This design comes from an exercise in tuning for small area and a short achievable clock period on the open sky130 flow, not from production work.
In this exercise RTL edits were held to simulation tests only and were not proved equivalent to the original.
No activity file was given, so power comes from the tool's default toggle rates.

==> flow/design.v <==
`timescale 1ns/1ps
module pipelined_mips(
    input clk,
    input nrst,
    input [31:0] inst,
    input [31:0] data_in,
    output [31:0] data_out,
    output data_wr,
    output [31:0] inst_addr,
    output [31:0] data_addr,
    output [31:0] pc_IF,
    output [31:0] pc_ID,
    output [31:0] pc_EXE,
    output [31:0] pc_MEM,
    output [31:0] pc_WB
);
    integer i;
    reg [31:0] pc_f;
    reg [31:0] ir_d, pc_d;
    reg        sq_d;             
    reg [31:1] selA_d, selB_d;   
    reg [31:0] pc_e, b_e;
    reg [31:0] a_e;              
    reg [31:0] bx_e;             
    reg [15:0] imm_e;            
    reg [4:0]  wa_e;             
    reg        ar_e, m_e, and_e, or_e, slt_e, sll_e, srl_e;
    reg        lw_e, sw_e, rw_e, jal_e;
    reg        tka_e, tkeq_e, tkne_e;
    reg [31:0] pc_m, alu_m, b_m;
    reg [4:0]  wa_m;             
    reg        sw_m, rw_m, lw_m, jal_m;
    reg [31:0] pc_w;
    reg [31:0] wd_w;             
    reg [4:0]  wa_w;             
    reg        we_w;
    reg [31:0] rf [1:31];
    reg [31:1] vld;
    always @(posedge clk) begin
        for (i = 1; i < 32; i = i + 1)
            if (we_w && wa_w == i)
                rf[i] <= wd_w;
    end
    always @(posedge clk or negedge nrst) begin
        if (!nrst)
            vld <= 31'd0;
        else
            for (i = 1; i < 32; i = i + 1)
                if (we_w && wa_w == i)
                    vld[i] <= 1'b1;
    end
    wire [4:0] rt = ir_d[20:16];
    wire [4:0] rd = ir_d[15:11];
    reg [31:1] vld_next, selA_f, selB_f;
    always @(*)
        for (i = 1; i < 32; i = i + 1) begin
            vld_next[i] = vld[i] | (we_w && wa_w == i);
            selA_f[i] = vld_next[i] && inst[25:21] == i;
            selB_f[i] = vld_next[i] && inst[20:16] == i;
        end
    reg [31:0] rdA, rdB;
    always @(*) begin
        rdA = 32'd0;
        rdB = 32'd0;
        for (i = 1; i < 32; i = i + 1) begin
            rdA = rdA | ({32{selA_d[i]}} & rf[i]);
            rdB = rdB | ({32{selB_d[i]}} & rf[i]);
        end
    end
    wire [5:0] opc = ir_d[31:26];
    wire [5:0] fn  = ir_d[5:0];
    wire rtype  = opc == 6'h00;
    wire f_add  = rtype && fn == 6'h20;
    wire f_sub  = rtype && fn == 6'h22;
    wire f_and  = rtype && fn == 6'h24;
    wire f_or   = rtype && fn == 6'h25;
    wire f_slt  = rtype && fn == 6'h2A;
    wire f_sll  = rtype && fn == 6'h00;
    wire f_srl  = rtype && fn == 6'h02;
    wire f_jr   = rtype && fn == 6'h08;
    wire o_lw   = opc == 6'h23;
    wire o_sw   = opc == 6'h2B;
    wire o_addi = opc == 6'h08;
    wire o_andi = opc == 6'h0C;
    wire o_ori  = opc == 6'h0D;
    wire o_slti = opc == 6'h0A;
    wire o_beq  = opc == 6'h04;
    wire o_bne  = opc == 6'h05;
    wire o_j    = opc == 6'h02;
    wire o_jal  = opc == 6'h03;
    wire d_add  = o_lw | o_sw | o_addi | f_add;
    wire d_sub  = o_beq | o_bne | f_sub;
    wire d_and  = o_andi | f_and;
    wire d_or   = o_ori | f_or;
    wire d_slt  = o_slti | f_slt;
    wire d_src  = o_lw | o_sw | o_addi | o_andi | o_ori | o_slti;
    wire d_rw   = rtype | o_addi | o_andi | o_slti | o_ori | o_lw | o_jal;
    wire jump   = o_j | o_jal;
    wire [4:0] wa_d = o_jal ? 5'd31 : (rtype ? rd : rt);
    wire [31:0] opB_d = d_src ? {{16{ir_d[15]}}, ir_d[15:0]} : rdB;
    reg  [31:0] bx_d;
    always @(*)
        for (i = 0; i < 32; i = i + 1)
            bx_d[i] = f_sll ? rdB[31 - i] : opB_d[i];
    wire [31:0] bx = bx_e;
    reg  [31:0] pg [0:5];
    reg  [31:0] pp [0:5];
    reg  [31:0] sum;
    integer l, j;
    always @(*) begin
        pg[0] = a_e & bx;
        pp[0] = a_e ^ bx;
        for (l = 0; l < 5; l = l + 1) begin
            pg[l+1] = pg[l];
            pp[l+1] = pp[l];
            for (i = 0; i < 32; i = i + 1)
                if ((i >> l) & 1) begin
                    j = ((i >> (l + 1)) << (l + 1)) + (1 << l) - 1;
                    pg[l+1][i] = pg[l][i] | (pp[l][i] & pg[l][j]);
                    pp[l+1][i] = pp[l][i] & pp[l][j];
                end
        end
        sum = pp[0] ^ {pg[5][30:0], 1'b0};
    end
    wire lt = (a_e[31] ~^ bx[31]) ? ~a_e[31] : ~sum[31];
    wire [4:0] sh = imm_e[10:6];
    wire [31:0] shr = bx >> sh;
    reg  [31:0] shl;
    always @(*)
        for (i = 0; i < 32; i = i + 1)
            shl[i] = shr[31 - i];
    wire [31:0] alu_res = ({32{ar_e}}  & (sum ^ {32{m_e}}))
                        | ({32{and_e}} & (a_e & bx))
                        | ({32{or_e}}  & (a_e | bx))
                        | {31'd0, slt_e & lt}
                        | ({32{sll_e}} & shl)
                        | ({32{srl_e}} & shr);
    wire eq = &(a_e ^ b_e);
    wire pc_src = tka_e | (tkeq_e & eq) | (tkne_e & ~eq);
    wire [31:0] btarget = {pc_e[31:2] + {{14{imm_e[15]}}, imm_e} + 30'd1, pc_e[1:0]};
    wire [31:0] pc4_f = {pc_f[31:2] + 30'd1, pc_f[1:0]};
    wire [3:0]  pc4_d_hi = pc_d[31:28] + {3'd0, &pc_d[27:2]};
    wire [31:0] jtarget = {10'd0, pc4_d_hi, ir_d[15:0], 2'b00};
    reg [31:0] npc;
    always @(*) begin
        case ({pc_src, jump, f_jr})
            3'b100:  npc = btarget;
            3'b010:  npc = jtarget;
            3'b001:  npc = rdA;
            default: npc = pc4_f;
        endcase
    end
    wire flush = pc_src | sq_d;
    wire [31:0] pc4_m = {pc_m[31:2] + 30'd1, pc_m[1:0]};
    wire [31:0] wd_m = jal_m ? pc4_m : (lw_m ? data_in : alu_m);
    always @(posedge clk or negedge nrst) begin
        if (!nrst) begin
            pc_f <= 32'd0;
            ir_d <= 32'd0; pc_d <= 32'd0; sq_d <= 1'b0;
            selA_d <= 31'd0; selB_d <= 31'd0;
            pc_e <= 32'd0; b_e <= 32'd0;
            ar_e <= 1'b0; m_e <= 1'b0; and_e <= 1'b0; or_e <= 1'b0;
            slt_e <= 1'b0; sll_e <= 1'b0; srl_e <= 1'b0;
            lw_e <= 1'b0; sw_e <= 1'b0; rw_e <= 1'b0; jal_e <= 1'b0;
            tka_e <= 1'b0; tkeq_e <= 1'b0; tkne_e <= 1'b0;
            pc_m <= 32'd0; alu_m <= 32'd0; b_m <= 32'd0;
            sw_m <= 1'b0; rw_m <= 1'b0; lw_m <= 1'b0; jal_m <= 1'b0;
            pc_w <= 32'd0; we_w <= 1'b0;
        end else begin
            pc_f <= npc;
            ir_d <= inst;
            selA_d <= selA_f;
            selB_d <= selB_f;
            pc_d <= pc_f;
            sq_d <= pc_src | jump | f_jr;
            pc_e <= pc_d;
            b_e <= rdB;
            ar_e  <= ~flush & (d_add | d_sub);
            m_e   <= ~flush & (d_sub | d_slt);
            and_e <= ~flush & d_and;
            or_e  <= ~flush & d_or;
            slt_e <= ~flush & d_slt;
            sll_e <= ~flush & f_sll;
            srl_e <= ~flush & f_srl;
            lw_e  <= ~flush & o_lw;
            sw_e  <= ~flush & o_sw;
            rw_e  <= ~flush & d_rw & (wa_d != 5'd0);
            jal_e <= o_jal;
            tka_e  <= o_beq & flush;
            tkeq_e <= o_beq & ~flush;
            tkne_e <= o_bne & ~flush;
            pc_m <= pc_e;
            alu_m <= alu_res;
            b_m <= b_e;
            sw_m <= sw_e; rw_m <= rw_e; lw_m <= lw_e; jal_m <= jal_e;
            pc_w <= pc_m;
            we_w <= rw_m;
        end
    end
    always @(posedge clk) begin
        a_e <= rdA ^ {32{d_sub | d_slt}};
        bx_e <= bx_d;
        imm_e <= ir_d[15:0];
        wa_e <= wa_d;
        wa_m <= wa_e;
        wa_w <= wa_m;
        wd_w <= wd_m;
    end
    assign inst_addr = pc_f;
    assign pc_IF = pc_f;
    assign pc_ID = pc_d;
    assign pc_EXE = pc_e;
    assign pc_MEM = pc_m;
    assign pc_WB = pc_w;
    assign data_addr = alu_m;
    assign data_out = b_m;
    assign data_wr = sw_m;
endmodule
Settings: LEC_CHECK=0, CAP_MARGIN=20, CORE_MARGIN=2, CORE_UTILIZATION=50, CTS_CLUSTER_DIAMETER=60, CTS_CLUSTER_SIZE=25, SLEW_MARGIN=20; clock period 9.0 ns.
standard.sh (not shown) runs the stock make flow with config.mk's settings and CLKGATE_MAP_FILE= SYNTH_SCRIPT=/design/flow/synth_recipe.tcl, a recipe that flattens the netlist after the stock synthesis.
==> flow/flow/run.sh <==
#!/bin/bash
# Layout with the standard flow (standard.sh), changing only how it optimises:
#  - no full/half-adder cell extraction in synthesis (ADDER_MAP_FILE empty), so the
#    parallel-prefix adder in the RTL is mapped by ABC as plain gates;
#  - port buffers are buf_2 instead of the default delay-buffer pick.
# The clock period, SDC and everything else are the standard flow's. Make's output goes to
# flow_standard.log here; each ORFS step logs under orfs/logs/.
set -euo pipefail
bash standard.sh ADDER_MAP_FILE= SETUP_SLACK_MARGIN=6.0 \
    "BUFFER_PORTS_ARGS=-buffer_cell sky130_fd_sc_hd__buf_2" finish > flow_standard.log 2>&1
Rerun with:
--- a/flow/design.v
+++ b/flow/design.v
@@ -102,5 +102,5 @@
     always @(*)
         for (i = 0; i < 32; i = i + 1)
-            bx_d[i] = f_sll ? rdB[31 - i] : opB_d[i];
+            bx_d[i] = f_sll ? rdB[31 - i] : (opB_d[i] ^ (d_sub | d_slt));
     wire [31:0] bx = bx_e;
     reg  [31:0] pg [0:5];
@@ -111,4 +111,5 @@
         pg[0] = a_e & bx;
         pp[0] = a_e ^ bx;
+        pg[0][0] = pg[0][0] | (pp[0][0] & m_e);
         for (l = 0; l < 5; l = l + 1) begin
             pg[l+1] = pg[l];
@@ -121,7 +122,7 @@
                 end
         end
-        sum = pp[0] ^ {pg[5][30:0], 1'b0};
-    end
-    wire lt = (a_e[31] ~^ bx[31]) ? ~a_e[31] : ~sum[31];
+        sum = pp[0] ^ {pg[5][30:0], m_e};
+    end
+    wire lt = (a_e[31] ~^ bx[31]) ? a_e[31] : sum[31];
     wire [4:0] sh = imm_e[10:6];
     wire [31:0] shr = bx >> sh;
@@ -130,5 +131,5 @@
         for (i = 0; i < 32; i = i + 1)
             shl[i] = shr[31 - i];
-    wire [31:0] alu_res = ({32{ar_e}}  & (sum ^ {32{m_e}}))
+    wire [31:0] alu_res = ({32{ar_e}}  & sum)
                         | ({32{and_e}} & (a_e & bx))
                         | ({32{or_e}}  & (a_e | bx))
@@ -136,5 +137,5 @@
                         | ({32{sll_e}} & shl)
                         | ({32{srl_e}} & shr);
-    wire eq = &(a_e ^ b_e);
+    wire eq = a_e == b_e;
     wire pc_src = tka_e | (tkeq_e & eq) | (tkne_e & ~eq);
     wire [31:0] btarget = {pc_e[31:2] + {{14{imm_e[15]}}, imm_e} + 30'd1, pc_e[1:0]};
@@ -199,5 +200,5 @@
     end
     always @(posedge clk) begin
-        a_e <= rdA ^ {32{d_sub | d_slt}};
+        a_e <= rdA;
         bx_e <= bx_d;
         imm_e <= ir_d[15:0];
Result: Non-clock buffer count climbs by 45. Power increases by 0.89%. Clock skew rises by 0.0056 ns. Global-route usage is about the same. Sequential share of layout area is higher by 0.10 points. Synthesized area goes down by 0.57%. Cell area hardly moves. Die area fell by 0.56%. Clock power fell by 7.2%. Via count grows by 0.68%. Sequential power rose by about 1%. Setup slack gains 0.043 ns.

## afterwards: timing with drivers on the ports
No port has a modelled driver above. Below, the same layouts with a new extraction and two added sets of constraints.
Step 1 sets driving cells, clkbuf_16 on the clock port and buf_2 on the other inputs (assumed; they add their load-dependent delay and slew).
Step 2, shift: input delay + t, output delay - t, t = (earliest + latest rising clock arrival at the registers) / 2. This alone moves slack from input paths to output paths.
a / b / c = no drivers / after step 1 / after step 2; a / b = the first two.
run	t (ns)	setup WS [ns]	worst data-port slew with drivers (ns)
the first run	0.857	5.703 / 5.619 / 5.477	0.07
the second run	0.861	5.746 / 5.661 / 5.553	0.11
After both steps setup and hold are still met in every run listed. For the first run, which loses most, drivers alone change the setup slack by -0.084 ns; drivers and shift together by -0.226 ns. Setup slack includes reset recovery checks.
